What follows belongs to an exercise in optimizing a design on an open flow for small area; a production flow would make more cautious choices.
The RTL was checked by simulation tests, not by an equivalence proof against the original design.
Power is estimated from default activity; no workload was simulated.

==> flow/design.v, too long to show whole: its modules and the start of the top module <==
// module usb_device_controller: 751 lines
// module usb_init: 241 lines
// module usb_transact: 463 lines
// module usb_packet: 275 lines
// module usb_control: 401 lines
// module USB_Device_Controller_Top: 129 lines
module USB_Device_Controller_Top
(
    input clk_i         ,
    input reset_i       ,
    output usbrst_o      ,
    output highspeed_o   ,
    output suspend_o     ,
    output online_o      ,
    input  [7:0]    txdat_i  ,
    input           txval_i  ,
    input  [11:0]   txdat_len_i  ,
    input  [3:0]    txiso_pid_i  ,
    input           txcork_i ,
    output          txpop_o  ,
    output          txact_o  ,
    output          txpktfin_o  ,
    output [7:0]    rxdat_o  ,
    output          rxval_o  ,
    input           rxrdy_i  ,
    output          rxact_o  ,
    output          rxpktval_o  ,
    output          setup_o,
    output [3:0]    endpt_o  ,
    output          sof_o    ,
    input  [7:0]    inf_alter_i,
    output [7:0]    inf_alter_o,
    output [7:0]    inf_sel_o,
    output          inf_set_o,
    output [9:0]    descrom_raddr_o,         
    input  [7:0]    descrom_rdata_i,         
    input  [9:0]    desc_dev_addr_i,         
    input  [7:0]    desc_dev_len_i,          
    input  [9:0]    desc_qual_addr_i,        
    input  [7:0]    desc_qual_len_i,         
    input  [9:0]    desc_fscfg_addr_i,       
    input  [7:0]    desc_fscfg_len_i,        
    input  [9:0]    desc_hscfg_addr_i,       
    input  [7:0]    desc_hscfg_len_i,        
    input  [9:0]    desc_oscfg_addr_i,       
    input  [9:0]    desc_strlang_addr_i,     
    input  [9:0]    desc_strvendor_addr_i,   
    input  [7:0]    desc_strvendor_len_i,    
    input  [9:0]    desc_strproduct_addr_i,  
    input  [7:0]    desc_strproduct_len_i,   
    input  [9:0]    desc_strserial_addr_i,   
    input  [7:0]    desc_strserial_len_i,    
    input           desc_have_strings_i,     
    output [7:0] utmi_dataout_o   ,
    output       utmi_txvalid_o   ,
    input        utmi_txready_i   ,
    input  [7:0] utmi_datain_i    ,
    input        utmi_rxactive_i  ,
    input        utmi_rxvalid_i   ,
    input        utmi_rxerror_i   ,
    input  [1:0] utmi_linestate_i ,
    output [1:0] utmi_opmode_o    ,
    output       utmi_xcvrselect_o,
    output       utmi_termselect_o,
    output       utmi_reset_o
);
  // ...
==> flow/flow/run.sh <==
#!/bin/bash
# Own layout flow: the standard flow (standard.sh, unchanged synthesis) with
#  - plain buf_1 cells as the input/output port buffers,
#  - synthesis buffers removed at floorplan instead of timing-driven placement,
#  - a clock tree of clkbuf_4 cells over clusters of at most 10 flip-flops, without dummy loads.
# All tool output goes to the ORFS logs under orfs/logs and to flow_make.log here.
set -uo pipefail
export BUFFER_PORTS_ARGS="-buffer_cell sky130_fd_sc_hd__buf_1"
export CTS_ARGS="-sink_clustering_enable -repair_clock_nets -dont_use_dummy_load -buf_list {sky130_fd_sc_hd__clkbuf_4} -sink_clustering_size 10 -sink_clustering_max_diameter 50"
export REMOVE_ABC_BUFFERS=1
bash standard.sh finish > flow_make.log 2>&1
==> flow/standard.sh <==
#!/bin/bash
# synth_recipe.tcl (not shown) runs the flow's synth.tcl, then flattens the netlist and writes it again
# the make line also repeats each setting of config.mk as NAME=value (left out here)
make -C /OpenROAD-flow-scripts/flow DESIGN_CONFIG=/design/flow/config.mk WORK_HOME=/design/flow/orfs CLKGATE_MAP_FILE= SYNTH_SCRIPT=/design/flow/synth_recipe.tcl "${@:-finish}"
==> flow/config.mk <==
export PLATFORM = sky130hd
export DESIGN_NAME = USB_Device_Controller_Top
export DESIGN_NICKNAME = USB_Device_Controller_Top
export VERILOG_FILES = /design/flow/design.v
export SDC_FILE = /design/flow/constraint.sdc
export NUM_CORES = 4
export LEC_CHECK = 0
export ABC_AREA = 1
export CAP_MARGIN = 20
export CORE_MARGIN = 2
export CORE_UTILIZATION = 40
export GPL_TIMING_DRIVEN = 0
export PLACE_DENSITY = 0.6
export SLEW_MARGIN = 20
==> flow/constraint.sdc <==
create_clock -name core_clock -period 10.0 [get_ports {clk_i}]
set_input_delay 2.0000 -clock core_clock [delete_from_list [all_inputs] [get_ports {clk_i}]]
set_output_delay 2.0000 -clock core_clock [all_outputs]
set_load 0.01 [all_outputs]
==> results.py, run 1 <==
metrics = {
    "pwr": {
        "power-top-group": "registers",
        "p_int_mw": 1.79,
        "pg_seq_mw": 1.44,
        "pwr.group.clock_uw": 621,
        "peakVddDrop_uv": 55.4,
    },
    "critical_path": {
        "r2r_slack_ns": 5.26,
        "critPathBufInv": 3,
        "endpoint_kind": "output pin",
        "worstPathArrival_ns": 3.76,
        "critPathLaunchType": "input pin",
        "cp_cell_sequence": "buf_1 > nor2_1 > nand2_1 > nand2_2 > nand2_4 > nand3_4 > nand2_2 > inv_2 > nor2_4 > buf_1",
    },
    "cells_and_area": {
        "drive_above_1_share_pct": 5.45,
        "final_cells": 3347,
        "largest_reg_flops": 19,
        "regArea_sq_um": 6940,
        "multi_input_gates": 1825,
        "multi_input_area_share_pct": 48.0,
        "final_cell_mix": "nand2_1, nor2_1, inv_1",
    },
    "sta": {
        "setup_tns_ns": 0,
        "rsz0062_at_grt": "false",
        "relSlewSlack_pct": 20.9,
        "fin_crit_ns": 5.76,
        "tightestPinTransition_ns": 1.18,
        "finalHoldViolCount": 0,
    },
    "detailed_routing": {
        "wl_met1_um": 25300,
        "ant_nets": 0,
        "wirelength_um": 57100,
    },
    "synth": {
        "yosysSeqAreaShare_pct": 38.6,
        "yosysMostFrequentCell": "nand2_1",
        "synthMuxAreaShare_pct": 0,
        "ys_seq_elements": 304,
        "yosys-top-cells-count": "nand2_1, nor2_1, inv_1",
    },
    "worst_hold_path": {
        "hold_class": "reg2reg",
        "hold_start": "u_usb_device_controller.rxdat_d1[6]$_SDFFE_PP0P_",
    },
    "floorplan": {
        "core_area_sq_um": 44300,
        "rows": 77,
        "die_area_sq_um": 46600,
    },
    "clock_tree": {
        "numCtsBuffers": 43,
        "cts_buffer_depth": 3,
        "clk_latency_ns": 0.80,
        "htree_levels": 2,
    },
    "global_routing": {
        "grt_usage_pct": 23.8,
    },
    "placement": {
        "dp_slack_ns": 4.26,
    },
    "outcome": {
        "status": "no timing/DRC/antenna violations",
    },
}
==> module usb_device_controller, before the edit <==
module usb_device_controller
(
        input clk_i,
        input reset_i,
        output usbrst_o,
        output highspeed_o,
        output suspend_o,
        output online_o,
        input  [7:0]    txdat_i  ,
        input           txval_i  ,
        input  [11:0]   txdat_len_i,
        input  [3:0]    txiso_pid_i,
        input           txcork_i ,
        output          txpop_o  ,
        output          txact_o  ,
        output [7:0]    rxdat_o  ,
        output          rxval_o  ,
        input           rxrdy_i  ,
        output          rxact_o  ,
        output          rxpktval_o,
        output          txpktfin_o,
        output          setup_o,
        output [3:0]    endpt_o  ,
        output          sof_o    ,
        input  [7:0]    inf_alter_i,
        output [7:0]    inf_alter_o,
        output [7:0]    inf_sel_o,
        output          inf_set_o,
        output [15:0]   descrom_raddr_o,
        output [7:0]    desc_index_o,
        output [7:0]    desc_type_o,
        input  [7:0]    descrom_rdata_i,
        input  [15:0]    desc_dev_addr_i,
        input  [15:0]    desc_dev_len_i,
        input  [15:0]    desc_qual_addr_i,
        input  [15:0]    desc_qual_len_i,
        input  [15:0]    desc_fscfg_addr_i,
        input  [15:0]    desc_fscfg_len_i,
        input  [15:0]    desc_hscfg_addr_i,
        input  [15:0]    desc_hscfg_len_i,
        input  [15:0]    desc_oscfg_addr_i,
        input  [15:0]    desc_strlang_addr_i,
        input  [15:0]    desc_strvendor_addr_i,
        input  [15:0]    desc_strvendor_len_i,
        input  [15:0]    desc_strproduct_addr_i,
        input  [15:0]    desc_strproduct_len_i,
        input  [15:0]    desc_strserial_addr_i,
        input  [15:0]    desc_strserial_len_i,
        input           desc_have_strings_i,
        input  [15:0]    desc_hidrpt_addr_i,
        input  [15:0]    desc_hidrpt_len_i,
        output [7:0] utmi_dataout_o   ,
        output       utmi_txvalid_o   ,
        input        utmi_txready_i   ,
        input  [7:0] utmi_datain_i    ,
        input        utmi_rxactive_i  ,
        input        utmi_rxvalid_i   ,
        input        utmi_rxerror_i   ,
        input  [1:0] utmi_linestate_i ,
        output [1:0] utmi_opmode_o    ,
        output       utmi_xcvrselect_o,
        output       utmi_termselect_o,
        output       utmi_reset_o     ,
        output       ack_timeout_o    ,
        output       ack_received_o   ,
        output       ack_bad_packet_o
        ,output wire [3:0] transact_state_o
        ,output wire [3:0] crc_dbg_dataout_o
        ,input wire clk_120
        ,output wire stuck_in_2nd_or_3rd_state_o
        ,output wire [19:0] dev_controller_dbg_o
);
    parameter ENDPT_NUM = 0;
    localparam ST_IDLE= 0;
    localparam ST_STALL= 1;
    localparam ST_NAK= 2;
    localparam ST_INSTART= 3;
    localparam ST_INSEND= 4;
    localparam ST_INDONE= 5;
    localparam ST_OUTRECV= 6;
    localparam ST_OUTNAK = 7;
    localparam ST_SETUP= 8;
    wire [7:0] txbuf_rdat;
    wire       usbi_usbrst;
    wire       usbi_highspeed;
    wire       usbi_suspend;
    wire       usbp_chirpk;
    wire       usbp_rxact;
    wire       usbp_rxrdy;
    wire       usbp_rxfin;
    wire [7:0] usbp_rxdat;
    wire       usbp_txact;
    wire       usbp_txrdy;
    wire [7:0] usbp_txdat;
    wire       usbt_in;
    wire       usbt_out;
    wire       usbt_setup;
    wire       usbt_ping;
    wire       usbt_fin;
    wire [3:0] usbt_endpt;
    wire       usbt_nak;
    wire       usbt_stall;
    wire       usbt_nyet;
    wire       usbt_send;
    wire       usbt_isync;
    wire       usbt_osync;
    wire       usbt_rxrdy;
    wire [7:0] usbt_rxdat;
    wire [1:0] usbt_type = 2'd0;  
    wire       usbt_txrdy;
    wire [7:0] usbt_txdat;
    wire [6:0] usbc_addr;
    wire       usbc_confd;
    wire [1:ENDPT_NUM] usbc_clr_in;
    wire [1:ENDPT_NUM] usbc_clr_out;
    wire [1:ENDPT_NUM] usbc_sethlt_in;
    wire [1:ENDPT_NUM] usbc_sethlt_out;
    wire       usbc_dscbusy;
    wire       usbc_dscrd;
    wire [7:0] usbc_dsctyp;
    wire [7:0] usbc_dscinx;
    wire [15:0] usbc_dscoff;
    reg  [15:0] descrom_raddr;
    reg  [15:0] descrom_start;
    reg  [15:0] usbc_dsclen;
    wire       usbc_selfpowered;
    wire       usbc_in;
    wire       usbc_out;
    wire       usbc_setup;
    wire       usbc_ping;
    wire       usbc_nak;
    wire       usbc_stall;
    wire       usbc_nyet;
    wire       usbc_send;
    wire       usbc_isync;
    wire [7:0] usbc_txdat;
    reg  [3:0] cur_state;
    reg  [3:0] next_state;
    reg [1:ENDPT_NUM] isync;
    reg [1:ENDPT_NUM] osync;
    reg [1:ENDPT_NUM] halt_in;
    reg [1:ENDPT_NUM] halt_out;
    reg [11 : 0] s_bufptr;
    reg          s_isync;
    reg          s_osync;
    reg          s_halt_in;
    reg          s_halt_out;
    reg          s_endpt_rxrdy;
    reg          s_endpt_txcork;
    reg          s_endpt_tx_en;
    reg          s_nyet;
    wire         s_reset;
    wire         q_usbrst;
    wire         q_online;
    wire         q_highspeed;
    wire       usbp_txvalid_o;
    wire [1:0] usbi_opmode;
    wire [7:0] usbp_dataout_o;
    assign utmi_opmode_o = usbi_opmode;
    assign utmi_dataout_o = usbp_dataout_o;
    assign utmi_txvalid_o = usbp_txvalid_o;
    wire [9:0] dev_packet_dbg_o;
    wire [9:0] dev_control_dbg_o;
    wire [9:0] dev_transact_dbg_o;
    assign dev_controller_dbg_o[0]  = isync[1];
    assign dev_controller_dbg_o[1]  = osync[1];
    assign dev_controller_dbg_o[2]  = usbt_fin;
    assign dev_controller_dbg_o[3]  = usbc_clr_in[1];
    assign dev_controller_dbg_o[4]  = usbc_clr_out[1];
    assign dev_controller_dbg_o[5]  = dev_control_dbg_o[0];
    assign dev_controller_dbg_o[6]  = dev_control_dbg_o[1];
    assign dev_controller_dbg_o[7]  = 1'b0;
    assign dev_controller_dbg_o[8]  = 1'b0;
    assign dev_controller_dbg_o[9]  = 1'b0;
    assign dev_controller_dbg_o[10] = 1'b0;
    assign dev_controller_dbg_o[11] = 1'b0;
    assign dev_controller_dbg_o[12] = 1'b0;
    assign dev_controller_dbg_o[13] = 1'b0;
    assign dev_controller_dbg_o[14] = 1'b0;
    assign dev_controller_dbg_o[15] = 1'b0;
    assign dev_controller_dbg_o[16] = 1'b0;
    assign dev_controller_dbg_o[17] = 1'b0;
    assign dev_controller_dbg_o[18] = 1'b0;
    assign dev_controller_dbg_o[19] = 1'b0;
    usb_init u_usb_init (
         .CLK             (clk_i            )
        ,.RESET           (s_reset          )
        ,.I_USBRST        (usbi_usbrst      )
        ,.I_HIGHSPEED     (usbi_highspeed   )
        ,.I_SUSPEND       (usbi_suspend     )
        ,.P_CHIRPK        (usbp_chirpk      )
        ,.PHY_RESET       (utmi_reset_o     )
        ,.PHY_LINESTATE   (utmi_linestate_i )
        ,.PHY_OPMODE      (usbi_opmode      )
        ,.PHY_XCVRSELECT  (utmi_xcvrselect_o)
        ,.PHY_TERMSELECT  (utmi_termselect_o)
    );
    usb_packet u_usb_packet(
         .CLK             (clk_i            )
        ,.RESET           (usbi_usbrst      )
        ,.P_CHIRPK        (usbp_chirpk      )
        ,.P_RXACT         (usbp_rxact       )
        ,.P_RXRDY         (usbp_rxrdy       )
        ,.P_RXFIN         (usbp_rxfin       )
        ,.P_RXDAT         (usbp_rxdat       )
        ,.P_TXACT         (usbp_txact       )
        ,.P_TXRDY         (usbp_txrdy       )
        ,.P_TXDAT         (usbp_txdat       )
        ,.PHY_DATAOUT     (usbp_dataout_o   )
        ,.PHY_TXVALID     (usbp_txvalid_o   )
        ,.PHY_TXREADY     (utmi_txready_i   )
        ,.PHY_DATAIN      (utmi_datain_i    )
        ,.PHY_RXACTIVE    (utmi_rxactive_i  )
        ,.PHY_RXVALID     (utmi_rxvalid_i   )
        ,.PHY_RXERROR     (utmi_rxerror_i   )
        ,.clk_120 (clk_120)
        ,.crc_dbg_dataout_o () 
        ,.dev_packet_dbg_o(dev_packet_dbg_o)
    );
    usb_transact usb_transact_inst(
         .CLK             (clk_i         )
        ,.RESET           (usbi_usbrst   )
        ,.T_IN            (usbt_in       )
        ,.T_OUT           (usbt_out      )
        ,.T_SOF           (sof_o         )
        ,.T_SETUP         (usbt_setup    )
        ,.T_PING          (usbt_ping     )
        ,.T_FIN           (usbt_fin      )
        ,.T_ADDR          (usbc_addr     )
        ,.T_ENDPT         (usbt_endpt    )
        ,.T_NAK           (usbt_nak      )
        ,.T_STALL         (usbt_stall    )
        ,.T_NYET          (usbt_nyet     )
        ,.T_SEND          (usbt_send     )
        ,.T_ISYNC         (usbt_isync    )
        ,.T_OSYNC         (usbt_osync    )
        ,.T_RXRDY         (usbt_rxrdy    )
        ,.T_RXDAT         (usbt_rxdat    )
        ,.T_TYPE          (usbt_type     )
        ,.T_PID_DATA      (txiso_pid_i   )
        ,.T_TXRDY         (usbt_txrdy    )
        ,.T_TXDAT         (usbt_txdat    )
        ,.I_HIGHSPEED     (usbi_highspeed)
        ,.P_RXACT         (usbp_rxact    )
        ,.P_RXRDY         (usbp_rxrdy    )
        ,.P_RXFIN         (usbp_rxfin    )
        ,.P_RXDAT         (usbp_rxdat    )
        ,.P_TXACT         (usbp_txact    )
        ,.P_TXRDY         (usbp_txrdy    )
        ,.P_TXDAT         (usbp_txdat    )
        ,.ack_timeout_o                  (ack_timeout_o )
        ,.ack_received_o                 (ack_received_o  )
        ,.ack_bad_packet_o               (ack_bad_packet_o)
        ,.transact_state_o               (transact_state_o)
        ,.stuck_in_2nd_or_3rd_state_o    (stuck_in_2nd_or_3rd_state_o)
        ,.dev_transact_dbg_o (dev_transact_dbg_o)
    );
    usb_control #(.NENDPT(ENDPT_NUM))
    usb_control_inst (
         .CLK                    (clk_i           )
        ,.RESET                  (usbi_usbrst     )
        ,.C_ADDR                 (usbc_addr       )
        ,.C_CONFD                (usbc_confd      )
        ,.C_CLRIN                (usbc_clr_in     )
        ,.C_CLROUT               (usbc_clr_out    )
        ,.C_HLTIN                (halt_in         )
        ,.C_HLTOUT               (halt_out        )
        ,.C_SHLTIN               (usbc_sethlt_in  )
        ,.C_SHLTOUT              (usbc_sethlt_out )
        ,.C_INTERFACE_ALTER_I    (inf_alter_i     )
        ,.C_INTERFACE_ALTER_O    (inf_alter_o     )
        ,.C_INTERFACE            (inf_sel_o       )
        ,.C_INTERFACE_UPDATE     (inf_set_o       )
        ,.C_DSCBUSY              (usbc_dscbusy    )
        ,.C_DSCRD                (usbc_dscrd      )
        ,.C_DSCTYP               (usbc_dsctyp     )
        ,.C_DSCINX               (usbc_dscinx     )
        ,.C_DSCOFF               (usbc_dscoff     )
        ,.C_DSCLEN               (usbc_dsclen     )
        ,.C_SELFPOWERED          (usbc_selfpowered)
        ,.T_IN                   (usbc_in         )
        ,.T_OUT                  (usbc_out        )
        ,.T_SETUP                (usbc_setup      )
        ,.T_PING                 (usbc_ping       )
        ,.T_FIN                  (usbt_fin        )
        ,.T_NAK                  (usbc_nak        )
        ,.T_STALL                (usbc_stall      )
        ,.T_NYET                 (usbc_nyet       )
        ,.T_SEND                 (usbc_send       )
        ,.T_ISYNC                (usbc_isync      )
        ,.T_OSYNC                (usbt_osync      )
        ,.T_RXRDY                (usbt_rxrdy      )
        ,.T_RXDAT                (usbt_rxdat      )
        ,.T_TXRDY                (usbt_txrdy      )
        ,.T_TXDAT                (usbc_txdat      )
        ,.dev_control_dbg_o      (dev_control_dbg_o)
    );
    assign usbrst_o      = q_usbrst;
    assign highspeed_o   = q_highspeed;
    assign suspend_o     = usbi_suspend;
    assign online_o      = q_online;
    assign usbc_in     = (usbt_endpt == 4'b0000) ? usbt_in    : 0;
    assign usbc_out    = (usbt_endpt == 4'b0000) ? usbt_out   : 0;
    assign usbc_setup  = (usbt_endpt == 4'b0000) ? usbt_setup : 0;
    assign usbc_ping   = (usbt_endpt == 4'b0000) ? usbt_ping  : 0;
    assign usbc_selfpowered = 1'b0;
    assign usbt_nak    = (usbt_endpt == 4'b0000) ? usbc_nak : (next_state == ST_NAK) ? 1 : 0;
    assign usbt_stall  = (usbt_endpt == 4'b0000) ? usbc_stall : (next_state == ST_STALL) ? 1 : 0;
    assign usbt_nyet   = (usbt_endpt == 4'b0000) ? usbc_nyet  : s_nyet;
    assign usbt_send   = (usbt_endpt == 4'b0000) ? txval_i|usbc_send  : (cur_state == ST_INSEND) ? 1 : 0;
    assign usbt_isync  = (usbt_endpt == 4'b0000) ? endpt0_isync : s_isync;
    assign usbt_txdat  = (usbt_endpt == 4'b0000 && usbc_dscbusy == 0) ? (txval_i ? txbuf_rdat : usbc_txdat) : (usbt_endpt == 4'b0000) ? descrom_rdata_i : txbuf_rdat;
    assign s_reset     = reset_i;
    assign q_online    = usbc_confd;
    assign q_usbrst    = usbi_usbrst;
    assign q_highspeed = usbi_highspeed;
    wire [ENDPT_NUM:0] endpt_in;
    wire [ENDPT_NUM:0] endpt_out;
    genvar i;
    generate
        for(i=1;i<=ENDPT_NUM;i=i+1) begin : halt_sync
            always @(posedge clk_i) begin
                if (s_reset == 1) begin
                    halt_in[i] <= 0;
                    halt_out[i] <= 0;
                end
                else if (usbi_usbrst == 1) begin
                    halt_in[i] <= 0;
                    halt_out[i] <= 0;
                end
                else begin
                    halt_in[i] <= (halt_in[i] || usbc_sethlt_in[i]) && (~usbc_clr_in[i]);
                    halt_out[i] <= (halt_out[i] || usbc_sethlt_out[i]) && (~usbc_clr_out[i]);
                end
            end
            always @(posedge clk_i) begin
                if (s_reset == 1) begin
                    isync[i] <= 0;
                    osync[i] <= 0;
                end
                else if (usbi_usbrst == 1) begin
                    isync[i] <= 0;
                    osync[i] <= 0;
                end
                else if (cur_state == ST_IDLE) begin
                    isync[i] <= isync[i] && (~usbc_clr_in[i]);
                    osync[i] <= osync[i] && (~usbc_clr_out[i]);
                end
                else if (cur_state == ST_INDONE) begin
                    if ( (usbt_endpt == i) ) begin
                        if (usbt_type == 2'd1) begin
                            isync[i] <= 1'b0;
                        end
                        else if (usbt_fin == 1) begin
                            isync[i] <= ~isync[i];
                        end
                    end
                end
                else if (cur_state == ST_OUTRECV) begin
                    if ( (usbt_endpt == i) && (usbt_fin == 1) && (usbt_osync == osync[i])) begin
                        osync[i] <= ~osync[i];
                    end
                end
            end
        end
    endgenerate
    reg endpt0_isync;
    reg endpt0_osync;
    always @(posedge clk_i) begin
        if (s_reset == 1) begin
            endpt0_isync <= 1'b1;
            endpt0_osync <= 1'b1;
        end
        else if (usbi_usbrst == 1) begin
            endpt0_isync <= 1'b1;
            endpt0_osync <= 1'b1;
        end
        else if (cur_state == ST_SETUP) begin
            endpt0_isync <= 1'b1;
            endpt0_osync <= 1'b1;
        end
        else if (cur_state == ST_INDONE) begin
            if (usbt_endpt == 4'b0000) begin
                if (usbt_fin == 1) begin
                    endpt0_isync <= ~endpt0_isync;
                end
            end
        end
        else if (cur_state == ST_OUTRECV) begin
            if ( (usbt_endpt == 4'b0000) && (usbt_fin == 1) && (usbt_osync == endpt0_osync)) begin
                endpt0_osync <= ~endpt0_osync;
            end
        end
    end
    assign crc_dbg_dataout_o[0] = endpt0_isync;
    assign crc_dbg_dataout_o[1] = endpt0_osync;
    assign crc_dbg_dataout_o[2] = isync[1];
    assign crc_dbg_dataout_o[3] = osync[1];
    always @(posedge clk_i) begin
        if (s_reset == 1) begin
            s_endpt_rxrdy  <= 1'b0;
            s_endpt_txcork <= 1'b0;
            s_halt_out     <= 1'b0;
            s_halt_in      <= 1'b0;
            s_osync        <= 1'b0;
            s_isync        <= 1'b0;
        end
        else begin
            s_endpt_rxrdy  <= rxrdy_i;
            s_endpt_txcork <= txcork_i;
            s_halt_out     <= (usbt_endpt >= 1 && usbt_endpt <= ENDPT_NUM) ? halt_out[usbt_endpt] : 1'b0;
            s_halt_in      <= (usbt_endpt >= 1 && usbt_endpt <= ENDPT_NUM) ? halt_in[usbt_endpt] : 1'b0;
            s_osync        <= (usbt_endpt >= 1 && usbt_endpt <= ENDPT_NUM) ? osync[usbt_endpt] : 1'b0;
            s_isync        <= (usbt_endpt >= 1 && usbt_endpt <= ENDPT_NUM) ? isync[usbt_endpt] : 1'b0;
        end
    end
    reg [11:0] bufptr_d;
    always @(*) begin
        if (s_reset == 1 || usbi_usbrst == 1 || cur_state == ST_IDLE)
            bufptr_d = 12'd0;
        else if (cur_state == ST_INSTART || (cur_state == ST_INSEND && usbt_txrdy == 1))
            bufptr_d = s_bufptr + 1'b1;
        else
            bufptr_d = s_bufptr;
    end
    reg s_bufptr_eq_stop;
    reg s_bufptr_ge_stop;
    always @(posedge clk_i) begin
        s_bufptr <= bufptr_d;
        if (s_reset == 1) begin
            s_bufptr_eq_stop <= 1'b0;
            s_bufptr_ge_stop <= 1'b0;
        end
        else begin
            s_bufptr_eq_stop <= (bufptr_d == txdat_len_i);
            s_bufptr_ge_stop <= (bufptr_d >= txdat_len_i);
        end
    end
    generate
       for(i=0;i<=ENDPT_NUM;i=i+1) begin : set_endpt
            assign endpt_in[i]  = (usbt_endpt == i);
            assign endpt_out[i] = (usbt_endpt == i);
        end
    endgenerate
    always @(posedge clk_i) begin
        if (s_reset == 1) begin
            cur_state <= ST_IDLE;
        end
        else begin
            cur_state <= next_state;
        end
    end
    always @(*) begin
        if (s_reset == 1) begin
            next_state = ST_IDLE;
        end
        else if (usbi_usbrst == 1) begin
            next_state  = ST_IDLE;
        end
        else begin
            case (cur_state)
                ST_IDLE : begin
                    if ((usbt_out == 1)&&(|endpt_out))begin
                        if (s_halt_out == 1) begin
                            next_state = ST_STALL;
                        end
                        else if (s_endpt_rxrdy == 1) begin
                            next_state = ST_OUTRECV;
                        end
                        else begin
                            next_state = ST_OUTNAK;
                        end
                    end
                    else if (usbt_setup == 1)begin
                        next_state = ST_SETUP;
                    end
                    else if ((usbt_in == 1)&&(|endpt_in)) begin
                        if (s_halt_in == 1)
                            next_state = ST_STALL;
                        else if (s_endpt_txcork == 0) begin
                            next_state = ST_INSTART;
                        end else begin
                            next_state = ST_NAK;
                        end
                    end
                    else if ((usbt_ping == 1) && (|endpt_out)) begin
                        if (s_endpt_rxrdy == 1) begin
                            next_state = ST_IDLE;
                        end
                        else begin
                            next_state = ST_NAK;
                        end
                    end
                    else begin
                        next_state = ST_IDLE;
                    end
                end
                ST_STALL :
                    if ((usbt_in == 0) && (usbt_out == 0) && (usbt_ping == 0)) begin
                        next_state = ST_IDLE;
                    end
                    else begin
                        next_state = ST_STALL;
                    end
                ST_NAK :
                    if ((usbt_in == 0) && (usbt_out == 0) && (usbt_ping == 0)) begin
                        next_state = ST_IDLE;
                    end
                    else begin
                        next_state = ST_NAK;
                    end
                ST_INSTART : begin
                    if (usbt_in == 0)
                        next_state = ST_IDLE;
                    else if (s_bufptr_eq_stop) begin
                        next_state = ST_INDONE;
                    end
                    else begin
                        next_state = ST_INSEND;
                    end
                end
                ST_INSEND :
                    if (usbt_in == 0) begin
                        next_state = ST_IDLE;
                    end
                     else if ( usbt_txrdy == 1) begin
                        if (s_bufptr_ge_stop) begin
                            next_state = ST_INDONE;
                        end
                        else begin
                            next_state = ST_INSEND;
                        end
                    end
                    else begin
                        next_state = ST_INSEND;
                    end
                ST_INDONE : begin
                    if (usbt_in == 0) begin
                        next_state = ST_IDLE;
                    end
                    else if ( usbt_fin == 1) begin
                        next_state = ST_IDLE;
                    end
                    else begin
                        next_state = ST_INDONE;
                    end
                end
                ST_SETUP :
                    if (usbt_setup == 0) begin
                        next_state = ST_IDLE;
                    end
                    else begin
                        next_state = ST_SETUP;
                    end
                ST_OUTRECV :
                    if (usbt_out == 0) begin
                        next_state = ST_IDLE;
                    end
                    else begin
                        next_state = ST_OUTRECV;
                    end
                ST_OUTNAK :
                    if (usbt_out == 0) begin
                        next_state = ST_IDLE;
                    end
                    else if (usbt_rxrdy == 1) begin
                        if (usbt_type == 1'b1) begin
                            next_state = ST_IDLE;
                        end
                        else if (usbt_osync == s_osync) begin
                            next_state = ST_NAK;
                        end
                        else begin
                            next_state = ST_OUTNAK;
                        end
                    end
                    else begin
                        next_state = ST_OUTNAK;
                    end
                default: next_state  = ST_IDLE;
            endcase
        end
    end
    always @(posedge clk_i) begin
        if (s_reset == 1) begin
            s_endpt_tx_en <= 1'b0;
            s_nyet <= 0;
        end
        else if (usbi_usbrst == 1) begin
            s_endpt_tx_en <= 1'b0;
            s_nyet <= 0;
        end
        else begin
            case (cur_state)
                ST_IDLE : begin
                    s_nyet <= 0;
                    s_endpt_tx_en <= 1'b0;
                end
                ST_INSTART : begin
                    s_endpt_tx_en <= 1'b1;
                end
                ST_OUTRECV :
                    if ( usbt_rxrdy == 1) begin
                        s_nyet <= ~s_endpt_rxrdy;
                    end
                default:;
            endcase
        end
    end
reg [7:0] rxdat_d0;
reg [7:0] rxdat_d1;
reg [7:0] rxdat_d2;
reg       rxval_d0;
reg       rxval_d1;
reg       rxval_d2;
always @ (posedge clk_i) begin
    if (reset_i) begin
        rxdat_d0 <= 8'd0;
        rxdat_d1 <= 8'd0;
        rxdat_d2 <= 8'd0;
        rxval_d0 <= 1'd0;
        rxval_d1 <= 1'd0;
        rxval_d2 <= 1'd0;
    end
    else begin
        if (cur_state == ST_OUTRECV && usbt_rxrdy == 1) begin
            rxdat_d0 <= usbt_rxdat;
            rxdat_d1 <= rxdat_d0;
            rxdat_d2 <= rxdat_d1;
            rxval_d0 <= 1'b1;
            rxval_d1 <= rxval_d0;
            rxval_d2 <= rxval_d1;
        end
        else if (cur_state == ST_SETUP && usbt_rxrdy == 1) begin
            rxdat_d0 <= usbt_rxdat;
            rxdat_d1 <= rxdat_d0;
            rxdat_d2 <= rxdat_d1;
            rxval_d0 <= 1'b1;
            rxval_d1 <= rxval_d0;
            rxval_d2 <= rxval_d1;
        end
        else if (cur_state == ST_OUTRECV && usbt_out == 0) begin
            rxdat_d0 <= 8'd0;
            rxdat_d1 <= 8'd0;
            rxdat_d2 <= 8'd0;
            rxval_d0 <= 1'd0;
            rxval_d1 <= 1'd0;
            rxval_d2 <= 1'd0;
        end
        else if (cur_state == ST_SETUP && usbt_setup == 0) begin
            rxdat_d0 <= 8'd0;
            rxdat_d1 <= 8'd0;
            rxdat_d2 <= 8'd0;
            rxval_d0 <= 1'd0;
            rxval_d1 <= 1'd0;
            rxval_d2 <= 1'd0;
        end
        else begin
            rxdat_d2 <= 8'd0;
            rxval_d2 <= 1'd0;
        end
    end
end
reg rx_packet_valid;
always @ (posedge clk_i) begin
    if (reset_i) begin
        rx_packet_valid <= 1'b0;
    end
    else begin
        if (cur_state == ST_OUTRECV) begin
            if (usbt_fin == 1) begin
                if (usbt_type == 1'b1) begin
                    rx_packet_valid <= 1'b1;
                end
                else if (usbt_osync == s_osync) begin
                    rx_packet_valid <= 1'b1;
                end
                else begin
                    rx_packet_valid <= 1'b0;
                end
            end
            else begin
                rx_packet_valid <= 1'b0;
            end
        end
        else begin
            rx_packet_valid <= 1'b0;
        end
    end
end
assign txpktfin_o = (cur_state == ST_INDONE)&(usbt_fin == 1);
assign txbuf_rdat = txdat_i;
assign rxdat_o  = ((cur_state == ST_OUTRECV)|(cur_state == ST_SETUP)) ? rxdat_d2 : 0;
assign rxval_o  = ((cur_state == ST_OUTRECV)|(cur_state == ST_SETUP)) ? rxval_d2 : 0;
assign rxact_o  = (cur_state == ST_OUTRECV);
assign rxpktval_o = rx_packet_valid;
assign setup_o = (cur_state == ST_SETUP);
assign endpt_o  = usbt_endpt;
assign txpop_o  = usbt_txrdy;
assign txact_o  = s_endpt_tx_en;
    assign desc_index_o = usbc_dscinx;
    assign desc_type_o  = usbc_dsctyp;
    always @(*) 
    begin
        descrom_start <= 0;
        usbc_dsclen <= 0;
        case (usbc_dsctyp)
            8'h01 : begin    
                descrom_start <= desc_dev_addr_i;
                usbc_dsclen   <= desc_dev_len_i;
            end
            8'h02 : begin    
                if (usbc_dscinx == 0) begin
                    descrom_start <= desc_hscfg_addr_i;
                    usbc_dsclen   <= desc_hscfg_len_i;
                end
            end
            8'h03 : begin    
                case (usbc_dscinx)
                    0: begin  
                        descrom_start <= desc_strlang_addr_i;
                        usbc_dsclen <= 4;
                    end
                    default: begin  
                        descrom_start <= desc_strvendor_addr_i;
                        usbc_dsclen <= desc_strvendor_len_i;
                    end
                endcase
            end
            8'h06 : begin    
                    descrom_start <= desc_qual_addr_i;
                    usbc_dsclen   <= desc_qual_len_i;
            end
            8'h07 : begin    
                if (usbc_dscinx == 0) begin
                    descrom_start <= desc_hscfg_addr_i;
                    usbc_dsclen   <= desc_hscfg_len_i;
                end
            end
        endcase
    end
    always @(posedge clk_i) begin
        if (s_reset == 1) begin
           descrom_raddr <= 16'd0;
        end
        else if (usbc_dscrd == 1) begin
           descrom_raddr <= descrom_start + usbc_dscoff;
       end
    end
    assign descrom_raddr_o = descrom_raddr;
endmodule
==> module usb_init, before the edit <==
module usb_init #(
    parameter HSSUPPORT = 1
)
(
    input wire CLK,
    input wire RESET,
    output wire I_USBRST,
    output wire I_HIGHSPEED,
    output wire I_SUSPEND,
    output wire P_CHIRPK,
    output wire PHY_RESET,
    input wire [1 : 0] PHY_LINESTATE,
    output wire [1 : 0] PHY_OPMODE,
    output wire         PHY_XCVRSELECT,
    output wire PHY_TERMSELECT
);
    localparam TIME_SUSPEND = 20'd180000;
    localparam TIME_RESET = 16'd10000;
    localparam TIME_SUSPRST = 20'd360000;
    localparam TIME_CHIRPK  = 20'd72000;
    localparam TIME_FILT = 8'd165;
    localparam TIME_WTFS = 20'd66000;
    localparam TIME_WTRSTHS = 20'd6000;
    localparam TIME_OVERFLOW = 20'd102000;
    localparam ST_INIT        = 4'h0;
    localparam ST_FSRESET    = 4'h1;
    localparam ST_FULLSPEED    = 4'h2;
    localparam ST_SUSPEND    = 4'h3;
    localparam ST_SUSPRESET    = 4'h4;
    localparam ST_SENDCHIRP    = 4'h5;
    localparam ST_RECVCHIRP    = 4'h6;
    localparam ST_HIGHSPEED    = 4'h7;
    localparam ST_HSREVERT    = 4'h8;
    reg [3 : 0] s_state;
    reg [13 : 0] s_timer1;
    reg [18 : 0] s_timer2;
    reg [2 : 0] s_chirpcnt;
    reg s_highspeed;
    reg s_suspend;
    reg [1 : 0] s_linestate;
    reg         s_reset;
    reg [1 : 0] s_opmode;
    reg         s_xcvrselect;
    reg         s_termselect;
    reg         s_chirpk;
    reg v_clrtimer1;
    reg v_clrtimer2;
    assign I_USBRST          = s_reset;
    assign I_HIGHSPEED       = s_highspeed;
    wire phy_linestate_rst;
    assign phy_linestate_rst =  (PHY_LINESTATE != 2'b01) ? 1'b1 : 1'b0;
    assign I_SUSPEND         = s_suspend & ~phy_linestate_rst;
    assign P_CHIRPK          = s_chirpk;
    assign PHY_RESET         = s_reset;
    assign PHY_OPMODE        = s_opmode;
    assign PHY_XCVRSELECT    = s_xcvrselect;
    assign PHY_TERMSELECT    = s_termselect;
    always@(posedge CLK) begin
        v_clrtimer1 <= 1'b0;
        v_clrtimer2 <= 1'b0;
        s_linestate <= PHY_LINESTATE;
        s_reset  <= 1'b0;
        s_chirpk <= 1'b0;
        if (RESET) begin
            s_reset      <= 1'b1;
            s_opmode     <= 2'b01;
            s_xcvrselect <= 1'b1;
            s_termselect <= 1'b1;
            v_clrtimer1  <= 1'b1;
            v_clrtimer2  <= 1'b1;
            s_highspeed  <= 1'b0;
            s_state      <= ST_INIT;
            s_timer1     <= 'h0;
            s_timer2     <= 'h0;
        end
        else begin
            case(s_state)
                ST_INIT : begin
                    s_opmode     <= 2'b01;    
                    s_xcvrselect <= 1'b1;     
                    s_termselect <= 1'b1;     
                    v_clrtimer1  <= 1'b1;
                    if(s_timer2 == TIME_OVERFLOW) begin
                        v_clrtimer2 <= 1'b1;
                        s_state     <= ST_FULLSPEED;
                    end
                end
                ST_FSRESET : begin
                    s_highspeed  <= 1'b0;
                    s_opmode     <= 2'b00;    
                    s_xcvrselect <= 1'b1;     
                    s_termselect <= 1'b1;     
                    v_clrtimer1  <= 1'b1;
                    v_clrtimer2  <= 1'b1;
                    if(s_linestate != 2'b00) begin
                        s_state  <= ST_FULLSPEED;
                    end
                end
                ST_FULLSPEED : begin
                    s_highspeed  <= 1'b0;
                    s_opmode     <= 2'b00;    
                    s_xcvrselect <= 1'b1;     
                    s_termselect <= 1'b1;     
                    if(s_linestate != 2'b00) begin
                        v_clrtimer1 <= 1'b1;
                    end
                    if(s_linestate != 2'b01) begin
                        v_clrtimer2 <= 1'b1;
                    end
                    if(s_timer1 == TIME_RESET) begin
                        s_reset <= 1'b1;
                        s_state <= ST_SENDCHIRP;
                    end
                    else if(s_timer2 == TIME_SUSPEND) begin
                        s_state <= ST_SUSPEND;
                    end
                end
                ST_SUSPEND : begin
                    s_opmode     <= 2'b00;    
                    s_xcvrselect <= 'b1;     
                    s_termselect <= 'b1;     
                    v_clrtimer1  <= 'b1;
                    v_clrtimer2  <= 'b1;
                    if(s_linestate != 'b01) begin
                            if(s_highspeed == 1'b1) begin
                                if(s_linestate == 2'b10) begin
                                    s_state <= ST_HIGHSPEED;
                                end
                                else if(s_linestate == 2'b00) begin
                                    s_state <= ST_SUSPRESET;
                                end
                            end
                            else begin
                                s_state <= ST_FULLSPEED;
                            end
                    end
                end
                ST_SUSPRESET : begin
                    s_opmode     <= 2'b00;    
                    s_xcvrselect <= 1'b1;     
                    s_termselect <= 1'b1;     
                    if(s_linestate != 2'b00) begin
                        v_clrtimer1 <= 1'b1;
                    end
                    if(s_timer1 == TIME_RESET) begin
                        s_reset     <= 1'b1;
                        v_clrtimer2 <= 1'b1;
                        s_state     <= ST_SENDCHIRP;
                    end
                    if(s_timer2 == TIME_SUSPRST) begin
                        s_state <= ST_SUSPEND;
                    end
                end
                ST_SENDCHIRP : begin
                    s_highspeed  <= 1'b0;
                    s_opmode     <= 2'b10;    
                    s_xcvrselect <= 1'b0;     
                    s_termselect <= 1'b1;     
                    s_chirpk     <= 1'b1;     
                    v_clrtimer1  <= 1'b1;
                    if(s_timer2 == TIME_CHIRPK) begin
                        v_clrtimer2 <= 1'b1;
                        s_chirpcnt  <= 3'b000;
                        s_state     <= ST_RECVCHIRP;
                    end
                end
                ST_RECVCHIRP : begin
                    s_opmode     <= 2'b10;    
                    s_xcvrselect <= 1'b0;     
                    s_termselect <= 1'b1;     
                    if((s_chirpcnt[0] == 1'b0 && s_linestate != 2'b10) || (s_chirpcnt[0] == 1'b1 && s_linestate != 2'b01)) begin
                        v_clrtimer1 <= 1'b1;
                    end
                    if(s_timer2 == TIME_WTFS) begin
                        v_clrtimer1 <= 1'b1;
                        v_clrtimer2 <= 1'b1;
                        s_state     <= ST_FSRESET;
                    end
                    else if (s_timer1 == TIME_FILT) begin
                        if(s_chirpcnt == 5) begin
                            v_clrtimer2 <= 1'b1;
                            s_state     <= ST_HIGHSPEED;
                        end
                        s_chirpcnt  <= s_chirpcnt + 1;
                        v_clrtimer1 <= 1'b1;
                    end
                end
                ST_HIGHSPEED : begin
                    s_highspeed  <= 1'b1;
                    s_opmode     <= 2'b00;    
                    s_xcvrselect <= 1'b0;     
                    s_termselect <= 1'b0;     
                    if(s_linestate != 2'b00) begin
                        v_clrtimer2 <= 1'b1;
                    end
                    if(s_timer2 == TIME_SUSPEND) begin
                        v_clrtimer2 <= 1'b1;
                        s_state     <= ST_HSREVERT;
                    end
                end
                ST_HSREVERT : begin
                    s_opmode     <= 2'b00;    
                    s_xcvrselect <= 1'b1;     
                    s_termselect <= 1'b1;     
                    if(s_timer2 == TIME_WTRSTHS) begin
                        v_clrtimer2 <= 1'b1;
                        if(s_linestate == 2'b00) begin
                            s_reset <= 1'b1;
                            s_state <= ST_SENDCHIRP;
                        end
                        else begin
                            s_state <= ST_SUSPEND;
                        end
                    end
                end
            endcase
            if(v_clrtimer1 == 1'b1) begin
                s_timer1 <= 'h0;
            end
            else begin
                s_timer1 <= s_timer1 + 1;
            end
            if(v_clrtimer2 == 1'b1) begin
                s_timer2 <= 'h0;
            end
            else begin
                s_timer2 <= s_timer2 + 1;
            end
        end
    end
    always@(posedge CLK) begin
        if(phy_linestate_rst || RESET) begin
            s_suspend <= 1'b0;
      end
        else begin
            if (s_state == ST_SUSPEND) begin
                s_suspend   <= 1'b1;
            end
        end
    end
endmodule
==> module usb_transact, before the edit <==
module usb_transact
#(
    parameter HSSUPPORT = 1
)
(
        input CLK,
        input RESET,
        output T_IN,
        output T_OUT,
        output T_SOF,
        output T_SETUP,
        output T_PING,
        output T_FIN,
        input [6:0] T_ADDR,
        output [3:0] T_ENDPT,
        input T_NAK,
        input T_STALL,
        input T_NYET,
        input T_SEND,
        input T_ISYNC,
        output T_OSYNC,
        output T_RXRDY,
        input [1:0] T_TYPE,
        input [3:0] T_PID_DATA,
        output [7:0] T_RXDAT,
        output T_TXRDY,
        input [7:0] T_TXDAT,
        input I_HIGHSPEED,
        input P_RXACT,
        input P_RXRDY,
        input P_RXFIN,
        input [7:0] P_RXDAT,
        output P_TXACT,
        input P_TXRDY,
        output [7:0] P_TXDAT,
        output reg ack_timeout_o,
        output reg ack_received_o,
        output reg ack_bad_packet_o
        ,output wire [3:0] transact_state_o
        ,output wire stuck_in_2nd_or_3rd_state_o
        ,output wire [9:0] dev_transact_dbg_o
    );
    localparam pid_out   = 4'b0001;
    localparam pid_in    = 4'b1001;
    localparam pid_sof   = 4'b0101;
    localparam pid_setup = 4'b1101;
    localparam pid_ack   = 4'b0010;
    localparam pid_nak   = 4'b1010;
    localparam pid_stall = 4'b1110;
    localparam pid_nyet  = 4'b0110;
    localparam pid_ping  = 4'b0100;
    localparam pid_data  = 3'b011;
    localparam ST_IDLE = 4'd0;
    localparam ST_SKIP = 4'd1;
    localparam ST_GETTOKEN1 = 4'd2;
    localparam ST_GETTOKEN2 = 4'd3;
    localparam ST_GETTOKEN3 = 4'd4;
    localparam ST_GOTTOKEN = 4'd5;
    localparam ST_SENDSHAKE = 4'd6;
    localparam ST_GETDATA = 4'd7;
    localparam ST_GOTDATA = 4'd8;
    localparam ST_SENDDATA = 4'd9;
    localparam ST_SENDING = 4'd10;
    localparam ST_WAITACK = 4'd11;
    localparam ST_WAITSKIP = 4'd12;
    localparam ST_GETACK = 4'd13;
    reg [3:0] s_state;
    wire s_active;
    reg [3:0] transact_state;
    always @(posedge CLK) begin
        case (s_state)
            ST_IDLE     :   begin   transact_state <= 4'd0    ;end
            ST_SKIP     :   begin   transact_state <= 4'd1    ;end
            ST_GETTOKEN1:   begin   transact_state <= 4'd2    ;end
            ST_GETTOKEN2:   begin   transact_state <= 4'd3    ;end
            ST_GETTOKEN3:   begin   transact_state <= 4'd4    ;end
            ST_GOTTOKEN :   begin   transact_state <= 4'd5    ;end
            ST_SENDSHAKE:   begin   transact_state <= 4'd6    ;end
            ST_GETDATA  :   begin   transact_state <= 4'd7    ;end
            ST_GOTDATA  :   begin   transact_state <= 4'd8    ;end
            ST_SENDDATA :   begin   transact_state <= 4'd9    ;end
            ST_SENDING  :   begin   transact_state <= 4'd10   ;end
            ST_WAITACK  :   begin   transact_state <= 4'd11   ;end
            ST_WAITSKIP :   begin   transact_state <= 4'd12   ;end
            ST_GETACK   :   begin   transact_state <= 4'd13   ;end
            default     :   begin   transact_state <= 4'd15   ;end
        endcase
    end
    assign transact_state_o = transact_state;
    wire stuck_in_2nd_or_3rd_state;
    reg [3:0] stuck_in_2nd_or_3rd_state_counter;
    assign stuck_in_2nd_or_3rd_state = (stuck_in_2nd_or_3rd_state_counter >= 4'd10) ? 1'b1 : 1'b0;
    assign stuck_in_2nd_or_3rd_state_o = stuck_in_2nd_or_3rd_state;
    reg s_in;
    reg s_out;
    wire s_sof = ~(s_in | s_out | s_setup | s_ping);
    reg s_in_valid;
    reg s_out_valid;
    reg s_sof_valid;
    reg s_setup  ;
    reg s_ping;
    reg s_finished;
    reg s_prevrxact;
    reg s_sendpid3;
    reg s_sendpid2;
    wire [3:0] s_sendpid = (s_state == ST_SENDDATA) ? {s_sendpid3, 3'b011} : {s_sendpid3, s_sendpid2, 2'b10};
    wire [7:0] s_sendpid_mirrored;
    assign s_sendpid_mirrored = {~s_sendpid, s_sendpid};
    reg [3:0] s_endpt;
    reg s_osync;
    localparam wait_timeout_ls = 16'b0001111111111111;
    localparam wait_timeout_fs = 16'b0000000111111111;
    localparam wait_timeout_hs = 16'b0000000011111111;
    localparam wait_send_fs = 16'b0000000000001110;
    localparam wait_send_ls = 16'b0000000001110000;
    localparam wait_send_hs = 16'b0000000000000010;
    reg[15:0] wait_count;
    assign T_IN    = s_in_valid & s_active;   
    assign T_OUT   = s_out_valid & s_active;  
    assign T_SOF   = s_sof_valid; 
    assign T_SETUP = s_setup & s_active;
    assign T_PING  = s_ping & s_active;
    assign T_FIN   = s_finished;   
    assign T_ENDPT = s_endpt;
    assign T_OSYNC = s_osync;
    assign T_RXRDY = (s_state == ST_GETDATA) ? P_RXRDY : 0;
    assign T_RXDAT = P_RXDAT;
    assign T_TXRDY = (s_state == ST_SENDING) ? P_TXRDY : 0;
    assign P_TXACT = (s_state == ST_SENDSHAKE || s_state == ST_SENDDATA || (s_state == ST_SENDING && T_SEND == 1)) ? 1 : 0;
    assign P_TXDAT = (s_state == ST_SENDSHAKE || s_state == ST_SENDDATA) ? s_sendpid_mirrored : T_TXDAT;
    assign s_active =
                 (s_state == ST_IDLE || s_state == ST_GOTTOKEN ||
                  s_state == ST_SENDSHAKE ||
                  s_state == ST_GETDATA || s_state == ST_GOTDATA ||
                  s_state == ST_SENDDATA || s_state == ST_SENDING ||
                  s_state == ST_WAITACK || s_state == ST_WAITSKIP || s_state == ST_GETACK);
always @(posedge CLK)
    s_prevrxact     <= P_RXACT;
always @(posedge CLK ) begin
    if(RESET) begin
        s_state         <= ST_IDLE;
        s_in            <= 0;
        s_out           <= 0;
        s_in_valid      <= 1'b0;
        s_out_valid     <= 1'b0;
        s_sof_valid     <= 0;
        s_setup         <= 0;
        s_ping          <= 0;
        s_finished      <= 0;
        s_endpt         <= 0;
        s_osync         <= 0;
        wait_count      <= 0;
        ack_timeout_o   <= 1'b0;
        ack_received_o  <= 1'b0;
        ack_bad_packet_o<= 1'b0;
        stuck_in_2nd_or_3rd_state_counter <= 4'b0;
    end
    else begin
        case(s_state)
            ST_IDLE: begin
                s_in            <= 0;
                s_out           <= 0;
                s_setup         <= 0;
                s_ping          <= 0;
                s_finished      <= 0;
                s_in_valid      <= 1'b0;
                s_out_valid     <= 1'b0;
                s_sof_valid     <= 0;
                ack_timeout_o   <= 1'b0;
                ack_received_o  <= 1'b0;
                ack_bad_packet_o<= 1'b0;
                stuck_in_2nd_or_3rd_state_counter <= 4'b0;
                if(P_RXRDY == 1) begin
                    case (P_RXDAT[3:0])
                        pid_out: begin
                            s_out   <= 1;
                            s_state <= ST_GETTOKEN1;
                        end
                        pid_in: begin
                            s_in    <= 1;
                            s_state <= ST_GETTOKEN1;
                        end
                        pid_sof: begin
                            s_state <= ST_GETTOKEN1;
                        end
                        pid_setup: begin
                            s_setup <= 1;
                            s_state <= ST_GETTOKEN1;
                        end
                        pid_ping: begin
                                s_ping  <= 1;
                                s_state <= ST_GETTOKEN1;
                        end
                        default: begin
                            s_state <= ST_SKIP;
                        end
                    endcase
                end
            end
            ST_SKIP: begin
                stuck_in_2nd_or_3rd_state_counter <= 4'b0;
                if(P_RXACT == 0) begin
                    s_state <= ST_IDLE;
                end
            end
            ST_GETTOKEN1: begin
                if(P_RXACT == 0) begin
                    s_state <= ST_IDLE;
                end else if(P_RXRDY == 1) begin
                    if(s_sof == 1) begin  
                        s_state <= ST_GETTOKEN2;
                    end
                    else begin
                        s_endpt[0] <= P_RXDAT[7];
                        if ((P_RXDAT[6:0] == T_ADDR)) begin
                            s_state <= ST_GETTOKEN2;
                        end
                        else begin
                            s_state <= ST_SKIP;
                        end
                    end
                end
                if (stuck_in_2nd_or_3rd_state_counter < 4'd10) stuck_in_2nd_or_3rd_state_counter <= stuck_in_2nd_or_3rd_state_counter + 1'b1;
                else stuck_in_2nd_or_3rd_state_counter <= stuck_in_2nd_or_3rd_state_counter;
            end
            ST_GETTOKEN2: begin
                if (P_RXACT == 0) begin
                    s_state <= ST_IDLE;
                end
                else if (P_RXRDY == 1) begin
                    if(s_sof == 1) begin  
                        s_state <= ST_IDLE;
                        s_sof_valid <= 1;
                    end
                    else begin
                        s_endpt[3:1] <= P_RXDAT[2:0];
                        s_state <= ST_GETTOKEN3;
                    end
                end
                if (stuck_in_2nd_or_3rd_state_counter < 4'd10) stuck_in_2nd_or_3rd_state_counter <= stuck_in_2nd_or_3rd_state_counter + 1'b1;
                else stuck_in_2nd_or_3rd_state_counter <= stuck_in_2nd_or_3rd_state_counter;
            end
            ST_GETTOKEN3: begin
                stuck_in_2nd_or_3rd_state_counter <= 4'b0;
                if (P_RXFIN == 1) begin
                    s_state <= ST_GOTTOKEN;
                    if (s_in) begin
                        s_in_valid <= 1'b1;
                        s_out_valid <= 1'b0;
                    end
                    else if (s_out) begin
                        s_in_valid <= 1'b0;
                        s_out_valid <= 1'b1;
                    end
                end else if(P_RXACT == 0) begin
                    s_state <= ST_IDLE;
                end
                if (s_in == 1) begin
                   if (I_HIGHSPEED == 1)
                       wait_count <= wait_send_hs;
                   else
                       wait_count <= wait_send_fs;
                end
                else if (s_ping == 1) begin
                    if (I_HIGHSPEED == 1)
                        wait_count <= wait_send_hs;
                    else
                        wait_count <= wait_send_fs;
                end
                else begin
                   if (I_HIGHSPEED == 1)
                       wait_count <= wait_timeout_hs;
                   else
                       wait_count <= wait_timeout_fs;
                end
            end
            ST_GOTTOKEN: begin
                if (P_RXACT == 1) begin
                    if (P_RXRDY == 1) begin
                        if (((s_out == 1) || (s_setup == 1)) && (P_RXDAT[2:0] == pid_data)) begin
                            s_osync <= P_RXDAT[3];
                            s_state <= ST_GETDATA;
                        end    else begin
                            s_in_valid <= 0;
                            s_out_valid <= 0;
                            s_in    <= 0;
                            s_out   <= 0;
                            s_setup <= 0;
                            s_ping  <= 0;
                            case(P_RXDAT[3:0])
                                pid_out: begin
                                    s_out <= 1;
                                    s_state <= ST_GETTOKEN1;
                                end
                                pid_in: begin
                                    s_in <= 1;
                                    s_state <= ST_GETTOKEN1;
                                end
                                pid_setup: begin
                                    s_setup <= 1;
                                    s_state <= ST_GETTOKEN1;
                                end
                                pid_ping: begin
                                        s_ping  <= 1;
                                        s_state <= ST_GETTOKEN1;
                                end
                                default: begin
                                    s_state <= ST_SKIP;
                                end
                            endcase
                        end
                    end
                end else if (s_prevrxact == 1) begin
                    s_state <= ST_IDLE;
               end else if (s_in == 1) begin
                    if (T_STALL == 1) begin
                        s_state   <= ST_SENDSHAKE;
                        s_sendpid3 <= 1'b1;
                        s_sendpid2 <= 1'b1;
                    end else if (T_NAK == 1) begin
                        s_state   <= ST_SENDSHAKE;
                        s_sendpid3 <= 1'b1;
                        s_sendpid2 <= 1'b0;
                    end else begin
                        if (wait_count == 0)begin
                            s_state   <= ST_SENDDATA;
                            s_sendpid3 <= T_ISYNC;
                        end
                    end
                end
                else if ((s_ping == 1)) begin
                    s_state <= ST_SENDSHAKE;
                    s_sendpid3 <= T_STALL | T_NAK;
                    s_sendpid2 <= T_STALL;
                end
                else if (wait_count == 0)begin
                    s_state <= ST_IDLE;
                end
                wait_count <= wait_count - 1;
            end
            ST_SENDSHAKE: begin
                if (P_TXRDY == 1) begin
                    s_finished <= 1;
                    s_state <= ST_IDLE;
                end
            end
            ST_GETDATA: begin
                if (P_RXFIN == 1) begin
                    s_state <= ST_GOTDATA;
                end
                else if (P_RXACT == 0) begin
                    s_state <= ST_IDLE;
                end
                if (I_HIGHSPEED == 1)
                   wait_count <= wait_send_hs;
                else
                   wait_count <= wait_send_fs;
            end
            ST_GOTDATA: begin
                if (wait_count == 0) begin
                    s_state <= ST_SENDSHAKE;
                    s_sendpid3 <= T_STALL | T_NAK;
                    s_sendpid2 <= T_STALL | (~T_NAK & I_HIGHSPEED & T_NYET);
                end
                else begin
                    wait_count <= wait_count - 1;
                end
            end
            ST_SENDDATA: begin
                if (P_TXRDY == 1) begin
                    s_state <= ST_SENDING;
                end
            end
            ST_SENDING: begin
                if (T_SEND == 0) begin
                    if (P_RXACT == 1) begin
                        s_state <= ST_WAITSKIP;
                    end else begin
                        if (T_TYPE == 2'd1) begin  
                            s_state <= ST_IDLE;
                            s_finished <= 1;
                        end
                        else begin
                            s_state <= ST_WAITACK;
                        end
                    end
                end
                    if (I_HIGHSPEED == 1)
                       wait_count <= wait_timeout_hs;
                    else
                       wait_count <= wait_timeout_fs;
            end
            ST_WAITACK: begin
                if (P_RXACT == 1) begin
                    if (P_RXRDY == 1) begin
                        case (P_RXDAT[3:0])
                            pid_ack: begin
                                s_state <= ST_GETACK;
                            end
                            pid_out: begin
                                s_in_valid <= 0;
                                s_in    <= 0;
                                s_out   <= 1;
                                s_state <= ST_GETTOKEN1;
                            end
                            pid_in: begin
                                s_in    <= 1;
                                s_state <= ST_GETTOKEN1;
                            end
                            pid_setup: begin
                                s_in_valid <= 0;
                                s_in    <= 0;
                                s_setup <= 1;
                                s_state <= ST_GETTOKEN1;
                            end
                            pid_ping: begin
                                        s_in_valid <= 0;
                                    s_in    <= 0;
                                    s_ping  <= 1;
                                    s_state <= ST_GETTOKEN1;
                            end
                            default: begin
                                s_state <= ST_WAITSKIP;
                            end
                        endcase
                    end
                end else if (s_prevrxact == 1) begin
                        ack_bad_packet_o <= 1'b1;
                        s_state <= ST_IDLE;
                end else if (wait_count == 0) begin
                    ack_timeout_o <= 1'b1;
                    s_state <= ST_IDLE;
                end
                    wait_count <= wait_count - 1;
            end
            ST_WAITSKIP: begin
                if (wait_count == 0) begin
                    s_state <= ST_SKIP;
                end else if (P_RXACT == 0) begin
                    if (T_TYPE == 2'd1) begin  
                        s_state <= ST_IDLE;
                        s_finished <= 1;
                    end
                    else begin
                        s_state <= ST_WAITACK;
                    end
                end
                wait_count <= wait_count - 1;
            end
            ST_GETACK: begin
                if (P_RXFIN == 1) begin
                    ack_received_o <= 1'b1;
                    s_finished <= 1;
                    s_state <= ST_IDLE;
                end
                else if (P_RXACT == 0) begin
                    s_state <= ST_IDLE;
                end
            end
        endcase
    end
end
endmodule
==> run 2, diff against run 1 <==
--- a/flow/design.v
+++ b/flow/design.v
@@ -614,9 +614,25 @@
 reg       rxval_d1;
 reg       rxval_d2;
+wire rx_shift = (cur_state == ST_OUTRECV || cur_state == ST_SETUP) && usbt_rxrdy == 1;
+wire rx_clear = (cur_state == ST_OUTRECV && usbt_out == 0) || (cur_state == ST_SETUP && usbt_setup == 0);
+always @ (posedge clk_i) begin
+    if (rx_shift) begin
+        rxdat_d0 <= usbt_rxdat;
+        rxdat_d1 <= rxdat_d0;
+    end
+    rxdat_d2 <= (rx_shift && rxval_d1) ? rxdat_d1 : 8'd0;
+end
 always @ (posedge clk_i) begin
     if (reset_i) begin
-        rxdat_d0 <= 8'd0;
-        rxdat_d1 <= 8'd0;
-        rxdat_d2 <= 8'd0;
+        rxval_d0 <= 1'd0;
+        rxval_d1 <= 1'd0;
+        rxval_d2 <= 1'd0;
+    end
+    else if (rx_shift) begin
+        rxval_d0 <= 1'b1;
+        rxval_d1 <= rxval_d0;
+        rxval_d2 <= rxval_d1;
+    end
+    else if (rx_clear) begin
         rxval_d0 <= 1'd0;
         rxval_d1 <= 1'd0;
@@ -624,40 +640,5 @@
     end
     else begin
-        if (cur_state == ST_OUTRECV && usbt_rxrdy == 1) begin
-            rxdat_d0 <= usbt_rxdat;
-            rxdat_d1 <= rxdat_d0;
-            rxdat_d2 <= rxdat_d1;
-            rxval_d0 <= 1'b1;
-            rxval_d1 <= rxval_d0;
-            rxval_d2 <= rxval_d1;
-        end
-        else if (cur_state == ST_SETUP && usbt_rxrdy == 1) begin
-            rxdat_d0 <= usbt_rxdat;
-            rxdat_d1 <= rxdat_d0;
-            rxdat_d2 <= rxdat_d1;
-            rxval_d0 <= 1'b1;
-            rxval_d1 <= rxval_d0;
-            rxval_d2 <= rxval_d1;
-        end
-        else if (cur_state == ST_OUTRECV && usbt_out == 0) begin
-            rxdat_d0 <= 8'd0;
-            rxdat_d1 <= 8'd0;
-            rxdat_d2 <= 8'd0;
-            rxval_d0 <= 1'd0;
-            rxval_d1 <= 1'd0;
-            rxval_d2 <= 1'd0;
-        end
-        else if (cur_state == ST_SETUP && usbt_setup == 0) begin
-            rxdat_d0 <= 8'd0;
-            rxdat_d1 <= 8'd0;
-            rxdat_d2 <= 8'd0;
-            rxval_d0 <= 1'd0;
-            rxval_d1 <= 1'd0;
-            rxval_d2 <= 1'd0;
-        end
-        else begin
-            rxdat_d2 <= 8'd0;
-            rxval_d2 <= 1'd0;
-        end
+        rxval_d2 <= 1'd0;
     end
 end
@@ -767,12 +748,12 @@
     output wire PHY_TERMSELECT
 );
-    localparam TIME_SUSPEND = 20'd180000;
-    localparam TIME_RESET = 16'd10000;
-    localparam TIME_SUSPRST = 20'd360000;
-    localparam TIME_CHIRPK  = 20'd72000;
-    localparam TIME_FILT = 8'd165;
-    localparam TIME_WTFS = 20'd66000;
-    localparam TIME_WTRSTHS = 20'd6000;
-    localparam TIME_OVERFLOW = 20'd102000;
+    localparam TIME_SUSPEND = 19'h5d54d;  
+    localparam TIME_RESET = 16'hebdd;  
+    localparam TIME_SUSPRST = 19'h7870c;  
+    localparam TIME_CHIRPK  = 19'h53159;  
+    localparam TIME_FILT = 16'h7570;  
+    localparam TIME_WTFS = 19'h38e7d;  
+    localparam TIME_WTRSTHS = 19'h08ae4;  
+    localparam TIME_OVERFLOW = 19'h1b637;  
     localparam ST_INIT        = 4'h0;
     localparam ST_FSRESET    = 4'h1;
@@ -785,6 +766,8 @@
     localparam ST_HSREVERT    = 4'h8;
     reg [3 : 0] s_state;
-    reg [13 : 0] s_timer1;
+    reg [15 : 0] s_timer1;
     reg [18 : 0] s_timer2;
+    wire [15 : 0] timer1_step = {s_timer1[14:0], s_timer1[15] ^ s_timer1[13] ^ s_timer1[12] ^ s_timer1[10] ^ (s_timer1[14:0] == 15'd0)};
+    wire [18 : 0] timer2_step = {s_timer2[17:0], ~(s_timer2[18] ^ s_timer2[17] ^ s_timer2[16] ^ s_timer2[13])};
     reg [2 : 0] s_chirpcnt;
     reg s_highspeed;
@@ -971,5 +954,5 @@
             end
             else begin
-                s_timer1 <= s_timer1 + 1;
+                s_timer1 <= timer1_step;
             end
             if(v_clrtimer2 == 1'b1) begin
@@ -977,5 +960,5 @@
             end
             else begin
-                s_timer2 <= s_timer2 + 1;
+                s_timer2 <= timer2_step;
             end
         end
@@ -1102,11 +1085,10 @@
     reg [3:0] s_endpt;
     reg s_osync;
-    localparam wait_timeout_ls = 16'b0001111111111111;
-    localparam wait_timeout_fs = 16'b0000000111111111;
-    localparam wait_timeout_hs = 16'b0000000011111111;
-    localparam wait_send_fs = 16'b0000000000001110;
-    localparam wait_send_ls = 16'b0000000001110000;
-    localparam wait_send_hs = 16'b0000000000000010;
+    localparam wait_timeout_fs = 16'd511;  
+    localparam wait_timeout_hs = 16'd255;  
+    localparam wait_send_fs = 16'd14;  
+    localparam wait_send_hs = 16'd2;  
     reg[15:0] wait_count;
+    wire [15:0] wait_count_dec = wait_count - 1'b1;
     assign T_IN    = s_in_valid & s_active;   
     assign T_OUT   = s_out_valid & s_active;  
@@ -1330,5 +1312,5 @@
                     s_state <= ST_IDLE;
                 end
-                wait_count <= wait_count - 1;
+                wait_count <= wait_count_dec;
             end
             ST_SENDSHAKE: begin
@@ -1357,5 +1339,5 @@
                 end
                 else begin
-                    wait_count <= wait_count - 1;
+                    wait_count <= wait_count_dec;
                 end
             end
@@ -1425,5 +1407,5 @@
                     s_state <= ST_IDLE;
                 end
-                    wait_count <= wait_count - 1;
+                    wait_count <= wait_count_dec;
             end
             ST_WAITSKIP: begin
@@ -1439,5 +1421,5 @@
                     end
                 end
-                wait_count <= wait_count - 1;
+                wait_count <= wait_count_dec;
             end
             ST_GETACK: begin
==> run 2 against run 1 <==
Hold slack got worse by 0.062 ns. Count of clock-buffer cells in the layout increased by 2. Combinational power decreased by 0.5%. Synthesized cell count decreased by 3.4%. Power increased by 1.1%. Synthesized area decreased by 1.9%. Cell count decreased by 2.7%. Register-to-register slack got worse by 0.71 ns. Utilization increased by 0.38 points. Design area decreased by 1.5%. Sequential cell count increased by 2. Critical path type unchanged. Largest power group unchanged. Highest routed layer unchanged.
==> results.py, run 2 <==
metrics = {
    "pwr": {
        "pwr-share-clk_pct": 21.6,
        "p_int_mw": 1.84,
        "peakVddDrop_uv": 104,
        "p_sw_mw": 1.05,
    },
    "floorplan": {
        "core_area_sq_um": 43300,
        "rows": 76,
        "die_area_sq_um": 45800,
    },
    "sta": {
        "setup_viol_count_final": 0,
        "setup_tns_ns": 0,
        "finalHoldViolCount": 0,
        "relSlewSlack_pct": 33.0,
        "fin_crit_ns": 5.92,
        "skew_ns": 0.0867,
        "rsz0062_at_grt": "false",
        "tightestPinTransition_ns": 0.979,
    },
    "clock_tree": {
        "numCtsBuffers": 45,
        "htree_levels": 2,
        "clk_latency_ns": 0.79,
        "cts_buffer_depth": 3,
    },
    "cells_and_area": {
        "largest_reg_flops": 19,
        "fillers": 4539,
        "drive_above_1_share_pct": 4.91,
        "areaGrowthSynthToFinish_pct": 9.78,
        "final_cell_mix": "nand2_1, inv_1, nor2_1",
    },
    "synth": {
        "ys_seq_elements": 306,
        "yosysMostFrequentCell": "nand2_1",
        "synth_warnings": 23,
        "yosys-top-cells-count": "nand2_1, nor2_1, inv_1",
        "yosysSeqAreaShare_pct": 40.5,
        "syn_area_sq_um": 17600,
        "synthCells": 2471,
        "syn_area_per_cell_sq_um": 7.13,
    },
    "critical_path": {
        "cpLargestDelayFamily": "simple AND/OR/NAND/NOR gates",
        "cp_cell_sequence": "buf_1 > inv_1 > nand3_1 > nand2_1 > nand2_4 > nand3_4 > nand2_2 > inv_2 > nor2_4 > buf_1",
        "r2r_slack_ns": 4.55,
        "endpoint_kind": "output pin",
        "critPathLaunchType": "input pin",
        "critPathBufInv": 4,
        "worstPathArrival_ns": 3.92,
    },
    "global_routing": {
        "antenna_found_initial": 2,
        "grt_usage_pct": 23.1,
        "grt_max_degree": 74,
        "grt_pass1_vias": 16600,
    },
    "detailed_routing": {
        "wirelength_um": 54300,
        "drtPass1Iterations": 6,
        "ant_nets": 0,
    },
    "outcome": {
        "status": "no timing/DRC/antenna violations",
    },
    "placement": {
        "post-dp-hpwl_um": 41700,
    },
    "worst_hold_path": {
        "hold_class": "reg2reg",
    },
}
==> run 2: cell count changes after synthesis, moves of 16 or more <==
cell	change
edfxtp_1	+16
nand4_1	+18
nand3_1	-39
nand2_1	-18
inv_1	+27
nor3_1	-23
o21ai_0	-19
==> run 2: stage by stage <==
stage | utilization [%] | setup slack [ns] | power (mW) | cells | hold slack, ns
2_1_floorplan | - | 5.27 | 2.03 | 2416 | 0.400
3_3_place_gp | 43.6 | 3.33 | 2.27 | 3202 | 0.401
3_5_place_dp | 43.9 | 3.98 | 2.28 | 3208 | 0.405
4_1_cts | 44.7 | 4.10 | 2.92 | 3253 | 0.364
5_1_grt | 44.7 | 3.98 | 3.09 | 3255 | 0.368
6_report | 44.7 | 4.08 | 2.89 | 3255 | 0.369
==> run 2: power by group through the flow <==
stage / registers (mW) / logic (mW) / clock network [mW]
floorplan: 1.48 / 0.555 / 0
global placement: 1.50 / 0.768 / 0
detailed placement: 1.50 / 0.780 / 0
CTS: 1.47 / 0.783 / 0.660
global route: 1.49 / 0.896 / 0.703
finish: 1.47 / 0.790 / 0.625
==> run 2: cells by family (layout without fill, tap and decap cells) <==
| kind of cell | after synthesis | in the layout | synth area share (%) |
|---|---|---|---|
| DFF | 306 | 306 | 40.5 |
| buffers and inverters | 456 | 653 | 9.84 |
| xor gates and xnor gates | 60 | 60 | 2.98 |
| muxes | 3 | 3 | 0.170 |
| other | 0 | 2 | 0 |
| and+or+nand+nor | 1126 | 1126 | 27.9 |
| AOI/OAI and AO/OA | 482 | 482 | 15.9 |
| adders and majority gates | 38 | 38 | 2.74 |
==> run 2: per-layer routing <==
metal	track usage, %	share of wire, %	vias up
met5	0	0	-
met4	8.46	3.2	0
met3	4.71	5.9	112
met2	40.4	48	520
met1	28.1	43	7917
li1	-	-	8570
==> run 2: area by class of cell <==
| cell class | count | area (sq um) | area share, % |
|---|---|---|---|
| clock buffer | 45 | 338 | 1.75 |
| tap | 585 | 732 | 3.78 |
| sequential | 306 | 7140 | 36.9 |
| antenna | 2 | 5.00 | 0.0259 |
| inverter | 401 | 1510 | 7.79 |
| multi-input combinational | 1709 | 8810 | 45.5 |
| timing repair buffer | 207 | 826 | 4.27 |
==> run 2: worst paths after layout <==
check                                                     endpoint  depth (start not counted)                                           from
max                                                        txpop_o                         10                                        txval_i
min reg2reg          u_usb_device_controller.rxdat_d1[2]$_DFFE_PP_                          0  u_usb_device_controller.rxdat_d0[2]$_DFFE_PP_
min                  u_usb_device_controller.rxdat_d1[2]$_DFFE_PP_                          0  u_usb_device_controller.rxdat_d0[2]$_DFFE_PP_
max reg2reg  u_usb_device_controller.descrom_raddr[9]$_SDFFE_PP0P_                         23                                       register
